From an optimization exercise on the open Yosys and OpenROAD flow, aimed at a short achievable clock period and few clock cycles; shortcuts taken in it are not production practice. Where RTL was checked, it was by simulation tests only, not by an equivalence proof against the original. Power and IR drop assume default switching activity.

==> inputs of run P <==
Design risc, start of the top module:
module risc(clk, reset, mem_addr, mem_wdata, mem_rdata, mem_read, mem_write,
            rg0, rg1, rg2, rg3, rg4, rg5, rg6, rg7);
clock: 10.0 ns
lec_check: 0
abc_clock_period_in_ps: 3000
cap_margin: 40
core_margin: 2
core_utilization: 40
slew_margin: 40
standard.sh (not shown) runs the stock make flow with config.mk's settings and CLKGATE_MAP_FILE= SYNTH_SCRIPT=/design/flow/synth_recipe.tcl, a recipe that flattens the netlist after the stock synthesis.
==> flow/flow/run.sh <==
#!/bin/bash
set -euo pipefail
bash standard.sh SETUP_SLACK_MARGIN=7 finish > make_finish.log 2>&1
==> run D (differences from run P) <==
--- a/flow/design.v
+++ b/flow/design.v
@@ -128,33 +128,19 @@
     ctag0 = ctag0 | ({TW{foh[k]}} & c_t[k*TW +: TW]);
   end
 end
 wire hit = hit_r;
 wire pj = hit && ((foh & c_j) != {CN{1'b0}});   
-wire [15:0] fa1;
-wire pjm = !hit && mem_rdata[15:12] == 4'b1000;
-wire [6:0] jt_lo = {1'b0, fa1[5:0]} + {1'b0, mem_rdata[5:0]};
-wire [9:0] fa1_hp = fa1[15:6] + 10'd1, fa1_hm = fa1[15:6] - 10'd1;
-wire [15:0] jt_m = {(jt_lo[6] && !mem_rdata[5]) ? fa1_hp :
-                    (!jt_lo[6] && mem_rdata[5]) ? fa1_hm : fa1[15:6], jt_lo[5:0]};
-wire [CN-1:0] toh = {{CN-1{1'b0}}, 1'b1} << ctgt[CB-1:0];
-reg [TW-1:0] ctagt;
-always @(*) begin : treadt
-  integer k;
-  ctagt = {TW{1'b0}};
-  for (k = 0; k < CN; k = k + 1) ctagt = ctagt | ({TW{toh[k]}} & c_t[k*TW +: TW]);
-end
-wire hitt = ((toh & c_v) != {CN{1'b0}}) && (ctagt == ctgt[15:CB]);
-assign fa1 = fa + 16'd1;
+wire [15:0] fa1 = fa + 16'd1;
 wire hit1 = ((foh1 & c_v) != {CN{1'b0}}) && (ctag1 == fa1[15:CB]);
 wire hit0 = ((foh & c_v) != {CN{1'b0}}) && (ctag0 == fa[15:CB]);
 wire ir_free = !ir_v || xv;
 wire fetch_ok = ir_free && (hit || pdem);
 wire deliver = fetch_ok && !redirect;
 wire [15:0] fa_next = redirect ? x_tgt :
-                      deliver ? (pj ? ctgt : pjm ? jt_m : fa1) : fa;
-wire need_dem = redirect || (deliver ? (pj || pjm || !hit1) : !hit);
+                      deliver ? (pj ? ctgt : fa1) : fa;
+wire need_dem = redirect || (deliver ? (pj || !hit1) : !hit);
 wire pf_keep = (prel != 16'd0) && (prel[15:5] == 11'd0);
 wire pf_ok = (prel != 16'd0) && (prel[15:4] == 12'd0);
 wire [7:0] dsa_c, dsb_c, dsc_c, dsa_m, dsb_m, dsc_m;
 wire [10:0] dcls_c, dcls_m;
 wire [6:0] drs_c, dws_c, drs_m, dws_m;
@@ -226,12 +212,11 @@
     if (xv && x_fe) begin fz <= x_z; fc <= x_c; end
     ir_v <= deliver || (ir_v && !xv);
     fa <= fa_next;
     foh <= {{CN-1{1'b0}}, 1'b1} << fa_next[CB-1:0];
     hit_r <= redirect ? 1'b0 :
-             deliver ? (pj ? (hitt && (woh & toh) == {CN{1'b0}}) :
-                        (!pjm && hit1 && (woh & foh1) == {CN{1'b0}})) :
+             deliver ? (!pj && hit1 && (woh & foh1) == {CN{1'b0}}) :
                        (hit0 && (woh & foh) == {CN{1'b0}});
     fb_v <= pfill;
     if (fb_v) c_v[widx] <= 1'b1;
     if (cont_lm) begin
       maddr <= maddr + 16'd1; mwrite <= 1'b0; pdem <= 1'b0; pfill <= 1'b0;
@@ -273,11 +258,11 @@
       cls <= hit ? dcls_c : dcls_m;
       ir_rset <= hit ? drs_c : drs_m;
       ir_wset <= hit ? dws_c : dws_m;
       ir_mem <= hit ? dmem_c : dmem_m;
       ir_pc <= fa; ir_npc <= fa1;
-      ir_pred <= pj || pjm;
+      ir_pred <= pj;
     end
     opa <= opa_n;
     opb <= opb_n;
     fb_a <= maddr;
     fb_w <= mem_rdata;
==> qor summary <==
quantity	run D	run P
Status	complete, no violations	complete, no violations
Hold_ws	0.4063 ns	0.4397 ns
Initial antenna violation count	48	44
Area share of and/or/nand/nor cells after synthesis	0.09856	0.1174
Endpoint, Worst Hold	fb_a[6]$_DFF_P_	fb_v$_SDFF_PN0_
Post-Syn Area per Cell	11.88 um2	11.47 um2
Met1 track demand over resource in global routing	0.5411	0.5366
Worst-case setup margin in the final layout	6.070 ns	5.174 ns
Placed cells	9976	10700
Post-cts repair resize count	2160	2029
Detail Placement HPWL	271700 um	287800 um
Maximum net fanout on the critical path	24	31
Vias in the first global route	73790	80960
Unique cell type count in the Yosys netlist	105	113
Overall power after layout	35.26 mW	46.32 mW
Xor-xnor portion of the synthesized cell area	0.01229	0.01307
First-iteration detailed-routing DRC count	15830	18820
Wire length of the first global-routing pass	650600 um	695400 um
Sequential area share after synthesis	0.5956	0.5649
Total Routed Length	493700 um	533400 um
Setup Skew	0.06440 ns	0.08222 ns
Crit path required time	10.77 ns	10.82 ns
Testbench counts of run P, summed over its fixed seeds: cycles 30,592.
Testbench counts of run D, summed over its fixed seeds: cycles 31,201.

* * *

==> try-xenon <==
==> flow/design.v <==
module risc(clk, reset, mem_addr, mem_wdata, mem_rdata, mem_read, mem_write,
            rg0, rg1, rg2, rg3, rg4, rg5, rg6, rg7);
input clk, reset;
output [15:0] mem_addr, mem_wdata;
input  [15:0] mem_rdata;
output mem_read, mem_write;
output [15:0] rg0, rg1, rg2, rg3, rg4, rg5, rg6, rg7;
localparam CB = 4;               
localparam CN = 1 << CB;         
localparam TW = 16 - CB;         
localparam M_NONE = 2'd0, M_LOAD = 2'd1, M_LM = 2'd2, M_SM = 2'd3;
reg [15:0] r0, r1, r2, r3, r4, r5, r6, pc1;    
reg fz, fc;                                    
reg [15:0] ir, ir_pc, ir_npc;
reg ir_v, ir_pred, fill_v;
reg [15:0] fa;                                 
reg [15:0] maddr, mwdata;
reg mwrite, pfetch;                            
reg [1:0] mode;
reg [2:0] ld_dst;
reg [6:0] mmask;                               
reg [CN-1:0] c_v, c_j;
wire [CN*16-1:0] c_d;
wire [CN*TW-1:0] c_t;
wire [CN*16-1:0] c_g;
assign mem_addr = maddr;
assign mem_wdata = mwdata;
assign mem_write = mwrite;
assign mem_read = 1'b1;
assign rg0 = r0; assign rg1 = r1; assign rg2 = r2; assign rg3 = r3;
assign rg4 = r4; assign rg5 = r5; assign rg6 = r6; assign rg7 = pc1;
wire [127:0] rflat = {ir_npc, r6, r5, r4, r3, r2, r1, r0};
wire [3:0] op = ir[15:12];
wire [2:0] fra = ir[11:9], frb = ir[8:6], frc = ir[5:3];
wire [1:0] cz = ir[1:0];
wire [15:0] imm6 = {{10{ir[5]}}, ir[5:0]};
wire [15:0] imm9 = {{7{ir[8]}}, ir[8:0]};
wire [6:0] imask = ir[6:0];
wire [15:0] va = rflat[fra*16 +: 16];
wire [15:0] vb = rflat[frb*16 +: 16];
wire x_stall = (mode == M_LOAD) || (mode == M_LM) || (mode == M_SM && mmask != 7'd0);
wire xv = ir_v && !x_stall;
wire is_add = op == 4'b0000, is_nd = op == 4'b0010, is_adi = op == 4'b0001,
     is_lhi = op == 4'b0011, is_lw = op == 4'b0100, is_sw = op == 4'b0101,
     is_lm = op == 4'b0110, is_sm = op == 4'b0111, is_beq = op == 4'b1100,
     is_jal = op == 4'b1000, is_jlr = op == 4'b1001;
wire cond = (cz == 2'b00) || (cz == 2'b01 && fz) || (cz == 2'b10 && fc);
wire [15:0] s_ab = va + vb;
wire [15:0] s_bi = vb + imm6;
wire [15:0] nd_ab = ~(va & vb);
wire [15:0] d_ba = vb - va;
wire eq_ab = va == vb;
wire [15:0] btgt = ir_npc + imm6;
reg x_we; reg [2:0] x_wd; reg [15:0] x_wv;
reg x_fe; reg x_z, x_c;
reg x_rd; reg [15:0] x_tgt;
always @(*) begin
  x_we = 1'b0; x_wd = fra; x_wv = s_bi;
  x_fe = 1'b0; x_z = 1'b0; x_c = 1'b0;
  x_rd = 1'b0; x_tgt = btgt;
  if (is_add && cond) begin
    x_we = 1'b1; x_wd = frc; x_wv = s_ab;
    x_fe = 1'b1; x_z = vb[14:0] == 15'd0; x_c = vb[15];
  end
  if (is_nd && cond) begin
    x_we = 1'b1; x_wd = frc; x_wv = nd_ab;
  end
  if (is_adi) begin
    x_we = 1'b1; x_wv = s_bi;
    x_fe = 1'b1; x_z = s_bi == 16'd0; x_c = (vb[15] == imm6[15]) ? vb[15] : ~s_bi[15];
  end
  if (is_lhi) begin
    x_we = 1'b1; x_wv = imm9;
  end
  if (is_lw) begin
    x_fe = 1'b1; x_z = vb == 16'd0; x_c = 1'b0;
  end
  if (is_beq) begin
    x_fe = 1'b1; x_z = eq_ab; x_c = (vb[15] == va[15]) ? vb[15] : ~d_ba[15];
    x_rd = eq_ab;
  end
  if (is_jal) begin
    x_we = 1'b1; x_wv = ir_npc;
    x_rd = !ir_pred;
  end
  if (is_jlr) begin
    x_we = 1'b1; x_wv = ir_npc;
    x_rd = 1'b1; x_tgt = (fra == frb) ? ir_npc : vb;
  end
end
wire redirect = xv && x_rd;
wire [CB-1:0] cidx = fa[CB-1:0];
wire hit = c_v[cidx] && (c_t[cidx*TW +: TW] == fa[15:CB]);
wire cjmp = c_j[cidx];
wire [15:0] fa1 = fa + 16'd1;
wire ir_free = !ir_v || xv;
wire deliver = ir_free && (hit || pfetch) && !redirect;
wire [15:0] fa_next = redirect ? x_tgt :
                      deliver ? ((hit && cjmp) ? c_g[cidx*16 +: 16] : fa1) : fa;
wire jal_mark = xv && is_jal && !ir_pred;
wire cwe = fill_v || jal_mark;
wire [CB-1:0] widx = ir_pc[CB-1:0];
wire [2:0] mlow = mmask[0] ? 3'd0 : mmask[1] ? 3'd1 : mmask[2] ? 3'd2 : mmask[3] ? 3'd3 :
                  mmask[4] ? 3'd4 : mmask[5] ? 3'd5 : 3'd6;
wire [2:0] ilow = imask[0] ? 3'd0 : imask[1] ? 3'd1 : imask[2] ? 3'd2 : imask[3] ? 3'd3 :
                  imask[4] ? 3'd4 : imask[5] ? 3'd5 : 3'd6;
wire [6:0] mrest = mmask & (mmask - 7'd1);
wire [6:0] irest = imask & (imask - 7'd1);
wire [15:0] mlow_v = rflat[mlow*16 +: 16];
wire [15:0] ilow_v = rflat[ilow*16 +: 16];
always @(posedge clk) begin
  if (!reset) begin
    r0 <= 16'd0; r1 <= 16'd0; r2 <= 16'd0; r3 <= 16'd0;
    r4 <= 16'd0; r5 <= 16'd0; r6 <= 16'd0; pc1 <= 16'd0;
    fz <= 1'b0; fc <= 1'b0;
    ir_v <= 1'b0; ir_pred <= 1'b0; fill_v <= 1'b0;
    fa <= 16'd0; maddr <= 16'd0; mwdata <= 16'd0; mwrite <= 1'b0; pfetch <= 1'b1;
    mode <= M_NONE; ld_dst <= 3'd0; mmask <= 7'd0;
    c_v <= {CN{1'b0}}; c_j <= {CN{1'b0}};
  end else begin
    if (mode == M_LOAD || mode == M_LM) begin
      case (mode == M_LM ? mlow : ld_dst)
        3'd0: r0 <= mem_rdata; 3'd1: r1 <= mem_rdata; 3'd2: r2 <= mem_rdata;
        3'd3: r3 <= mem_rdata; 3'd4: r4 <= mem_rdata; 3'd5: r5 <= mem_rdata;
        3'd6: r6 <= mem_rdata; default: ;
      endcase
    end else if (xv && x_we) begin
      case (x_wd)
        3'd0: r0 <= x_wv; 3'd1: r1 <= x_wv; 3'd2: r2 <= x_wv; 3'd3: r3 <= x_wv;
        3'd4: r4 <= x_wv; 3'd5: r5 <= x_wv; 3'd6: r6 <= x_wv; default: ;
      endcase
    end
    if (xv) pc1 <= ir_npc;
    if (xv && x_fe) begin fz <= x_z; fc <= x_c; end
    if (deliver) begin
      ir <= hit ? c_d[cidx*16 +: 16] : mem_rdata;
      ir_pc <= fa; ir_npc <= fa1;
      ir_pred <= hit && cjmp;
      ir_v <= 1'b1;
    end else if (xv) begin
      ir_v <= 1'b0;
    end
    fill_v <= deliver && !hit;
    fa <= fa_next;
    if (cwe) begin
      c_v[widx] <= 1'b1;
      c_j[widx] <= jal_mark;
    end
    if (mode == M_LM && mrest != 7'd0) begin
      maddr <= maddr + 16'd1; mwrite <= 1'b0; pfetch <= 1'b0;
      mmask <= mrest;
    end else if (mode == M_SM && mmask != 7'd0) begin
      maddr <= maddr + 16'd1; mwrite <= 1'b1; pfetch <= 1'b0;
      mwdata <= mlow_v; mmask <= mrest;
    end else if (xv && is_lw) begin
      maddr <= s_bi; mwrite <= 1'b0; pfetch <= 1'b0;
      mode <= M_LOAD; ld_dst <= fra;
    end else if (xv && is_sw) begin
      maddr <= s_bi; mwrite <= 1'b1; pfetch <= 1'b0; mwdata <= va;
      mode <= M_SM; mmask <= 7'd0;
    end else if (xv && is_lm && imask != 7'd0) begin
      maddr <= va; mwrite <= 1'b0; pfetch <= 1'b0;
      mode <= M_LM; mmask <= imask;
    end else if (xv && is_sm && imask != 7'd0) begin
      maddr <= va; mwrite <= 1'b1; pfetch <= 1'b0; mwdata <= ilow_v;
      mode <= M_SM; mmask <= irest;
    end else begin
      maddr <= fa_next; mwrite <= 1'b0; pfetch <= 1'b1;
      mode <= M_NONE;
    end
  end
end
genvar gi;
generate
  for (gi = 0; gi < CN; gi = gi + 1) begin : ce
    reg [15:0] d, g;
    reg [TW-1:0] t;
    always @(posedge clk) begin
      if (cwe && widx == gi) begin
        d <= ir;
        t <= ir_pc[15:CB];
        if (jal_mark) g <= x_tgt;
      end
    end
    assign c_d[gi*16 +: 16] = d;
    assign c_t[gi*TW +: TW] = t;
    assign c_g[gi*16 +: 16] = g;
  end
endgenerate
endmodule
==> flow/run.sh <==
#!/bin/bash
# synth_recipe.tcl (not shown) runs the flow's synth.tcl, then flattens the netlist and writes it again
# the make line also repeats each setting of config.mk as NAME=value (left out here)
make -C /OpenROAD-flow-scripts/flow DESIGN_CONFIG=/design/flow/config.mk WORK_HOME=/design/flow/orfs CLKGATE_MAP_FILE= SYNTH_SCRIPT=/design/flow/synth_recipe.tcl finish
==> flow/config.mk <==
export PLATFORM = sky130hd
export DESIGN_NAME = risc
export DESIGN_NICKNAME = risc
export VERILOG_FILES = /design/flow/design.v
export SDC_FILE = /design/flow/constraint.sdc
export NUM_CORES = 4
export LEC_CHECK = 0
export CAP_MARGIN = 20
export CORE_MARGIN = 2
export CORE_UTILIZATION = 40
export SLEW_MARGIN = 20
==> flow/constraint.sdc <==
create_clock -name core_clock -period 10.0 [get_ports {clk}]
set_input_delay 2.0000 -clock core_clock [delete_from_list [all_inputs] [get_ports {clk}]]
set_output_delay 2.0000 -clock core_clock [all_outputs]
set_load 0.01 [all_outputs]
==> try-tundra (differences from try-xenon) <==
--- a/flow/design.v
+++ b/flow/design.v
@@ -40,4 +40,2 @@
 wire [15:0] vb = rflat[frb*16 +: 16];
-wire x_stall = (mode == M_LOAD) || (mode == M_LM) || (mode == M_SM && mmask != 7'd0);
-wire xv = ir_v && !x_stall;
 wire is_add = op == 4'b0000, is_nd = op == 4'b0010, is_adi = op == 4'b0001,
@@ -46,2 +44,18 @@
      is_jal = op == 4'b1000, is_jlr = op == 4'b1001;
+wire [7:0] oh_a8 = 8'd1 << fra, oh_b8 = 8'd1 << frb, oh_c8 = 8'd1 << frc, oh_l8 = 8'd1 << ld_dst;
+wire [6:0] oh_a = oh_a8[6:0], oh_b = oh_b8[6:0], oh_c = oh_c8[6:0];
+wire [6:0] rset = ((is_add | is_nd | is_sw | is_lm | is_sm | is_beq) ? oh_a : 7'd0) |
+                  ((is_add | is_nd | is_adi | is_lw | is_sw | is_beq | is_jlr) ? oh_b : 7'd0) |
+                  (is_sm ? imask : 7'd0);
+wire [6:0] wset = ((is_add | is_nd) ? oh_c : 7'd0) |
+                  ((is_adi | is_lhi | is_lw | is_jal | is_jlr) ? oh_a : 7'd0) |
+                  (is_lm ? imask : 7'd0);
+wire is_mem = is_lw | is_sw | ((is_lm | is_sm) && imask != 7'd0);
+wire [6:0] mrest = mmask & (mmask - 7'd1);
+wire [6:0] pend_w = (mode == M_LOAD) ? oh_l8[6:0] : (mode == M_LM) ? mmask : 7'd0;
+wire [6:0] pend_r = (mode == M_SM) ? mrest : 7'd0;
+wire port_busy = (mode == M_LM && mrest != 7'd0) || (mode == M_SM && mmask != 7'd0);
+wire x_stall = (((rset | wset) & pend_w) != 7'd0) || ((wset & pend_r) != 7'd0) ||
+               (is_mem && port_busy);
+wire xv = ir_v && !x_stall;
 wire cond = (cz == 2'b00) || (cz == 2'b01 && fz) || (cz == 2'b10 && fc);
@@ -106,3 +120,2 @@
                   imask[4] ? 3'd4 : imask[5] ? 3'd5 : 3'd6;
-wire [6:0] mrest = mmask & (mmask - 7'd1);
 wire [6:0] irest = imask & (imask - 7'd1);
@@ -120,2 +133,8 @@
   end else begin
+    if (xv && x_we) begin
+      case (x_wd)
+        3'd0: r0 <= x_wv; 3'd1: r1 <= x_wv; 3'd2: r2 <= x_wv; 3'd3: r3 <= x_wv;
+        3'd4: r4 <= x_wv; 3'd5: r5 <= x_wv; 3'd6: r6 <= x_wv; default: ;
+      endcase
+    end
     if (mode == M_LOAD || mode == M_LM) begin
@@ -125,7 +144,2 @@
         3'd6: r6 <= mem_rdata; default: ;
-      endcase
-    end else if (xv && x_we) begin
-      case (x_wd)
-        3'd0: r0 <= x_wv; 3'd1: r1 <= x_wv; 3'd2: r2 <= x_wv; 3'd3: r3 <= x_wv;
-        3'd4: r4 <= x_wv; 3'd5: r5 <= x_wv; 3'd6: r6 <= x_wv; default: ;
       endcase
--- a/flow/config.mk
+++ b/flow/config.mk
@@ -7,2 +7,3 @@
 export LEC_CHECK = 0
+export ABC_CLOCK_PERIOD_IN_PS = 3000
 export CAP_MARGIN = 20
@@ -10,2 +11,3 @@
 export CORE_UTILIZATION = 40
+export SETUP_SLACK_MARGIN = 5
 export SLEW_MARGIN = 20
==> summary.txt <==
try-tundra completed with no timing, DRC or antenna violations. try-xenon went through all stages and came out clean. Hold slack: try-xenon is lower than try-tundra (2.4 ps). Via count: try-xenon is smaller than try-tundra (about 9%). Between try-tundra and try-xenon, the lower first-iteration DRC count is in try-xenon (gap about 50%, measured against try-xenon). Between try-tundra and try-xenon, the lower clock skew is in try-xenon (gap 2.3 ps). Between try-xenon and try-tundra, the lower clock-buffer cell count is in try-xenon (gap 20). Between try-xenon and try-tundra, the lower global-route usage is in try-xenon (gap 1.3 points). Of try-xenon and try-tundra, try-xenon has the higher total power (gap about 2.4%, measured against try-tundra). In try-tundra the wire length is larger than in try-xenon, by 9.9%. Area after synthesis: try-xenon is smaller than try-tundra (about 4%).
Testbench counts of try-xenon, summed over its fixed seeds: cycles 35,801.
For try-tundra, only the layout was checked, not whether the RTL still works.

-- what the ideal ports hide --
No port has a modelled driver above. Below, the same layouts with a new extraction and two added sets of constraints. Step 1 sets driving cells, clkbuf_16 on the clock port and buf_2 on the other inputs (assumed; they add their load-dependent delay and slew). Step 2, shift: input delay + t, output delay - t, t = (earliest + latest rising clock arrival at the registers) / 2. This alone moves slack from input paths to output paths. a / b / c = ideal / step 1 / step 2; a / b = the first two.
run	shift t [ns]	slack for setup (ns)	latest minus earliest clock arrival (ns)	worst data-port slew with drivers (ns)
run P	0.955	5.174 / 5.174 / 4.241	0.083 / 0.082	0.23
run D	0.961	6.070 / 6.070 / 5.306	0.072 / 0.072	0.17
try-xenon	0.751	3.905 / 3.905 / 3.905	0.045 / 0.046	0.05
try-tundra	0.754	5.189 / 5.189 / 5.189	0.049 / 0.049	0.07
After both steps every run listed still meets setup and hold. For run P, which loses most, drivers alone change the setup slack by 0.000 ns; drivers and shift together by -0.933 ns.
